This design comes from an exercise in tuning for small area, a short achievable clock period and few clock cycles on the open sky130 flow, not from production work.
Only simulation tests tie the RTL to the original design; equivalence was not proved.

==> inputs of v37 <==
## aoc_day2
module aoc_day2 (
    input         clock,
    input         reset,
    input  [63:0] data_value,
    input         data_valid,
    output        data_ready,
    output        result_valid,
    output [63:0] result_value
);
Settings: LEC_CHECK=0, ABC_AREA=1, CAP_MARGIN=20, CORE_MARGIN=2, CORE_UTILIZATION=40, SETUP_SLACK_MARGIN=1.4, SLEW_MARGIN=20, SYNTH_HIERARCHICAL=1, SYNTH_MINIMUM_KEEP_SIZE=0; clock period 5.0 ns.
run.sh (not shown) runs the stock make flow with config.mk's settings and CLKGATE_MAP_FILE= SYNTH_SCRIPT=/design/flow/synth_recipe.tcl, a recipe that flattens the netlist after the stock synthesis.
==> inputs of v1, as changes to v37 <==
Settings changed: SETUP_SLACK_MARGIN 1.4 to 1.0.
==> PnR_summary.wiki <==
{| class="wikitable"
! Metric !! Value
|-
| Result of the run || finished clean
|-
| Met1 Use GR || 28.3%
|-
| TritonRoute pass-1 iters || 7
|-
| Number of cells on the critical path || 30
|-
| Count of instances resized after the clock tree is built || 17
|-
| Smallest setup slack after layout || 1.23 ns
|-
| Data arrival, critical path || 4.38 ns
|-
| Wire length of the first global-routing pass || 228 mm
|-
| Gate family responsible for the most delay along the worst path || compound AO/OA/AOI/OAI gates
|-
| Final core utilization || 45.1%
|}
-- figures above: v1

==> PnR_summary.wiki <==
{| class="wikitable"
! Metric !! Value
|-
| Data arrival, critical path || 4.35 ns
|-
| TritonRoute pass-1 iters || 6
|-
| Count of instances resized after the clock tree is built || 104
|-
| Wire length of the first global-routing pass || 229 mm
|-
| Result of the run || finished clean
|-
| Smallest setup slack after layout || 1.21 ns
|-
| Gate family responsible for the most delay along the worst path || simple AND/OR/NAND/NOR gates
|-
| Final core utilization || 46.6%
|-
| Total cell area at the placement stage || 0.0552 sq mm
|-
| Met1 Use GR || 28.4%
|-
| Number of cells on the critical path || 27
|}
-- figures above: v37

Testbench counts of v37, summed over its fixed seeds: cycles 464.
Testbench counts of v1, summed over its fixed seeds: cycles 464.

* * *

==> run F: inputs <==
Another version of the RTL of aoc_day2 (not shown whole).
Settings: LEC_CHECK=0, ABC_AREA=1, CAP_MARGIN=20, CORE_MARGIN=2, CORE_UTILIZATION=55, PLACE_DENSITY=0.72, SETUP_SLACK_MARGIN=1.2, SLEW_MARGIN=20, SYNTH_HIERARCHICAL=1, SYNTH_MINIMUM_KEEP_SIZE=0; clock period 5.0 ns.
==> inputs of run D, as changes to run F <==
- CORE_UTILIZATION: 55 -> 40
- CTS_BUF_LIST: default -> sky130_fd_sc_hd__clkbuf_4 sky130_fd_sc_hd__clkbuf_8
- PLACE_DENSITY: 0.72 -> default
==> flow_metrics.tcl <==
set metrics [dict create \
    status "no timing/DRC/antenna violations" \
    slew_headroom 0.2821 \
    die_y_um 354.4 \
    root_buffer "clkbuf_8" \
    buf_share 0.02524 \
    htree_num_levels 3 \
    die_area_mm2 0.1256 \
    clock_skew_ps 46.33 \
    antenna_found_initial 5 \
]
-- figures above: run D

==> flow_metrics.tcl <==
set metrics [dict create \
    root_buffer "clkbuf_16" \
    htree_num_levels 2 \
    slew_headroom 0.2738 \
    buf_share 0.02748 \
    post-dp-hpwl_um 106600 \
    clock_skew_ps 26.40 \
    status "no timing/DRC/antenna violations" \
    die_y_um 302.8 \
    antenna_found_initial 1 \
]
-- figures above: run F

Testbench counts of run F, summed over its fixed seeds: cycles 448.
Testbench counts of run D, summed over its fixed seeds: cycles 448.

* * *

==> inputs of run M <==
aoc_day2 again, from the RTL that the note above started with.
// aoc_day2
module aoc_day2 (
    input         clock,
    input         reset,
    input  [63:0] data_value,
    input         data_valid,
    output        data_ready,
    output        result_valid,
    output [63:0] result_value
);
    reg ready_q;
    reg phase;           
    always @(posedge clock) begin
        if (reset) begin
            ready_q <= 1'b0;
            phase   <= 1'b0;
        end else begin
            ready_q <= 1'b1;
            if (data_valid && ready_q) phase <= ~phase;
        end
    end
    assign data_ready = ready_q;
    wire [33:0] a_n = data_value[33:0];
    wire [9:0] ge;
    assign ge[0] = a_n >= 34'd10;
    assign ge[1] = a_n >= 34'd100;
    assign ge[2] = a_n >= 34'd1000;
    assign ge[3] = a_n >= 34'd10000;
    assign ge[4] = a_n >= 34'd100000;
    assign ge[5] = a_n >= 34'd1000000;
    assign ge[6] = a_n >= 34'd10000000;
    assign ge[7] = a_n >= 34'd100000000;
    assign ge[8] = a_n >= 34'd1000000000;
    assign ge[9] = a_n >= 34'd10000000000;
    wire [3:0] a_dg = ge[9] ? 4'd10 : ge[8] ? 4'd9 : ge[7] ? 4'd8 :
                      ge[6] ? 4'd7 : ge[5] ? 4'd6 : ge[4] ? 4'd5 :
                      ge[3] ? 4'd4 : ge[2] ? 4'd3 : ge[1] ? 4'd2 :
                      ge[0] ? 4'd1 : 4'd0;
    wire a_v = ~reset & data_valid & ready_q;
    wire a_e = phase;
    wire [3:0] dd1;
    aoc_add3 u_dd1 (.x({1'b0, a_n[33], a_n[32], a_n[31]}), .y(dd1));
    wire [3:0] dd2;
    aoc_add3 u_dd2 (.x({dd1[2], dd1[1], dd1[0], a_n[30]}), .y(dd2));
    wire [3:0] dd3;
    aoc_add3 u_dd3 (.x({dd2[2], dd2[1], dd2[0], a_n[29]}), .y(dd3));
    wire [3:0] dd4;
    aoc_add3 u_dd4 (.x({dd3[2], dd3[1], dd3[0], a_n[28]}), .y(dd4));
    wire [3:0] dd5;
    aoc_add3 u_dd5 (.x({1'b0, dd1[3], dd2[3], dd3[3]}), .y(dd5));
    wire [3:0] dd6;
    aoc_add3 u_dd6 (.x({dd4[2], dd4[1], dd4[0], a_n[27]}), .y(dd6));
    wire [3:0] dd7;
    aoc_add3 u_dd7 (.x({dd5[2], dd5[1], dd5[0], dd4[3]}), .y(dd7));
    reg [9:0] c1_bcd;
    reg [25:0] c1_n;
    reg [3:0] c1_dg;
    reg c1_e, c1_v;
    always @(posedge clock) begin
        c1_bcd <= {dd5[3], dd7[3], dd7[2], dd7[1], dd7[0], dd6[3], dd6[2], dd6[1], dd6[0], a_n[26]};
        c1_n <= a_n[25:0];
        c1_dg <= a_dg;
        c1_e <= a_e;
        c1_v <= ~reset & a_v;
    end
    wire [3:0] dd8;
  ...
Settings: LEC_CHECK=0, ABC_AREA=1, CAP_MARGIN=20, CORE_MARGIN=2, CORE_UTILIZATION=40, CTS_BUF_LIST=sky130_fd_sc_hd__clkbuf_8, SETUP_SLACK_MARGIN=1.2, SLEW_MARGIN=20, SYNTH_HIERARCHICAL=1, SYNTH_MINIMUM_KEEP_SIZE=0; clock period 5.0 ns.
==> inputs of run A, as changes to run M <==
CTS_BUF_LIST = unset   (was sky130_fd_sc_hd__clkbuf_8)
==> flow_metrics.tcl <==
set metrics [dict create \
    status "no timing/DRC/antenna violations" \
    n_antenna_cell 3 \
    fin_crit_sh_pct 73.4 \
    num_vias 44200 \
    clk_share_pct 4.24 \
    final_util_pct 45.7 \
    grt_util_met1_pct 27.6 \
    first_pass_iters 9 \
    insertion_delay_ns 0.81 \
    wl_met1_um 60300 \
    num-nets-final 8039 \
    arrival_ns 4.32 \
]
The numbers above come from run M.

==> flow_metrics.tcl <==
set metrics [dict create \
    fin_crit_sh_pct 73.7 \
    final_util_pct 45.7 \
    clk_share_pct 4.37 \
    grt_util_met1_pct 27.9 \
    first_pass_iters 5 \
    insertion_delay_ns 0.67 \
    wl_met1_um 61000 \
    status "no timing/DRC/antenna violations" \
    n_antenna_cell 1 \
]
The numbers above come from run A.

Testbench counts of run M, summed over its fixed seeds: cycles 448.
Testbench counts of run A, summed over its fixed seeds: cycles 448.

* * *

==> 04-17 <==
Starting RTL as in the previous note.
make LEC_CHECK=0 ABC_AREA=1 CAP_MARGIN=20 CORE_MARGIN=2 CORE_UTILIZATION=40 SETUP_SLACK_MARGIN=1.4 SLEW_MARGIN=20 SYNTH_HIERARCHICAL=1 SYNTH_MINIMUM_KEEP_SIZE=0 finish   # period 5.0 ns
==> inputs of 10-23, as changes to 04-17 <==
Settings changed: SETUP_SLACK_MARGIN 1.4 to 1.0.
==> summary.txt <==
Filler cell count: 04-17 12.4k; 10-23 12.5k
Vias/cell: 04-17 4.94; 10-23 4.89
Worst R2R Path Depth: 04-17 29; 10-23 10
Multi-input gate area: 04-17 35700 um2; 10-23 33500 um2
Vias in the first global route: 04-17 42.9k; 10-23 42.6k
Crit. Startpoint: 04-17 c3_bcd[16]; 10-23 r2_b1000
Actual slew at the worst max-slew pin: 04-17 1020 ps; 10-23 982 ps
Capture point of the critical path: 04-17 y_b; 10-23 r3_b[33]
Final min period: 04-17 3650 ps; 10-23 3830 ps
Arrival time reported for the critical path endpoint: 04-17 4240 ps; 10-23 4360 ps
Setup Buffers After CTS: 04-17 25; 10-23 1
Run status: 04-17 complete, no violations; 10-23 complete, no violations
Final Cycle Share: 04-17 73.0%; 10-23 76.7%
Testbench counts of 04-17, summed over its fixed seeds: cycles 448.
Testbench counts of 10-23, summed over its fixed seeds: cycles 448.

==> re-timing with driven ports <==
How much do the figures lean on ideal ports? The routed layouts below were timed once more, with nothing changed but the port constraints.
Step 1, drivers: a clkbuf_16 drives clock and a buf_2 each remaining input, both assumed.
Step 2 times the ports against the registers' clock, not the clock port: input delays grow and output delays shrink by t, the midpoint of the rising clock arrivals with the driver on.
Slacks: no drivers / after step 1 / after step 2; pairs: no drivers / after step 1.
run	t, ns	slack for setup (ns)	worst data-port slew with drivers (ns)
v37	0.746	1.208 / 1.208 / 1.208	0.05
v1	0.738	1.232 / 1.232 / 1.232	0.05
run F	0.716	1.211 / 1.211 / 1.211	0.05
run D	0.843	1.291 / 1.291 / 1.291	0.04
run M	0.845	1.332 / 1.332 / 1.332	0.04
run A	0.723	1.317 / 1.317 / 1.317	0.04
04-17	0.722	1.351 / 1.351 / 1.351	0.04
10-23	0.723	1.165 / 1.165 / 1.165	0.04
After both steps setup and hold are still met in every run listed.
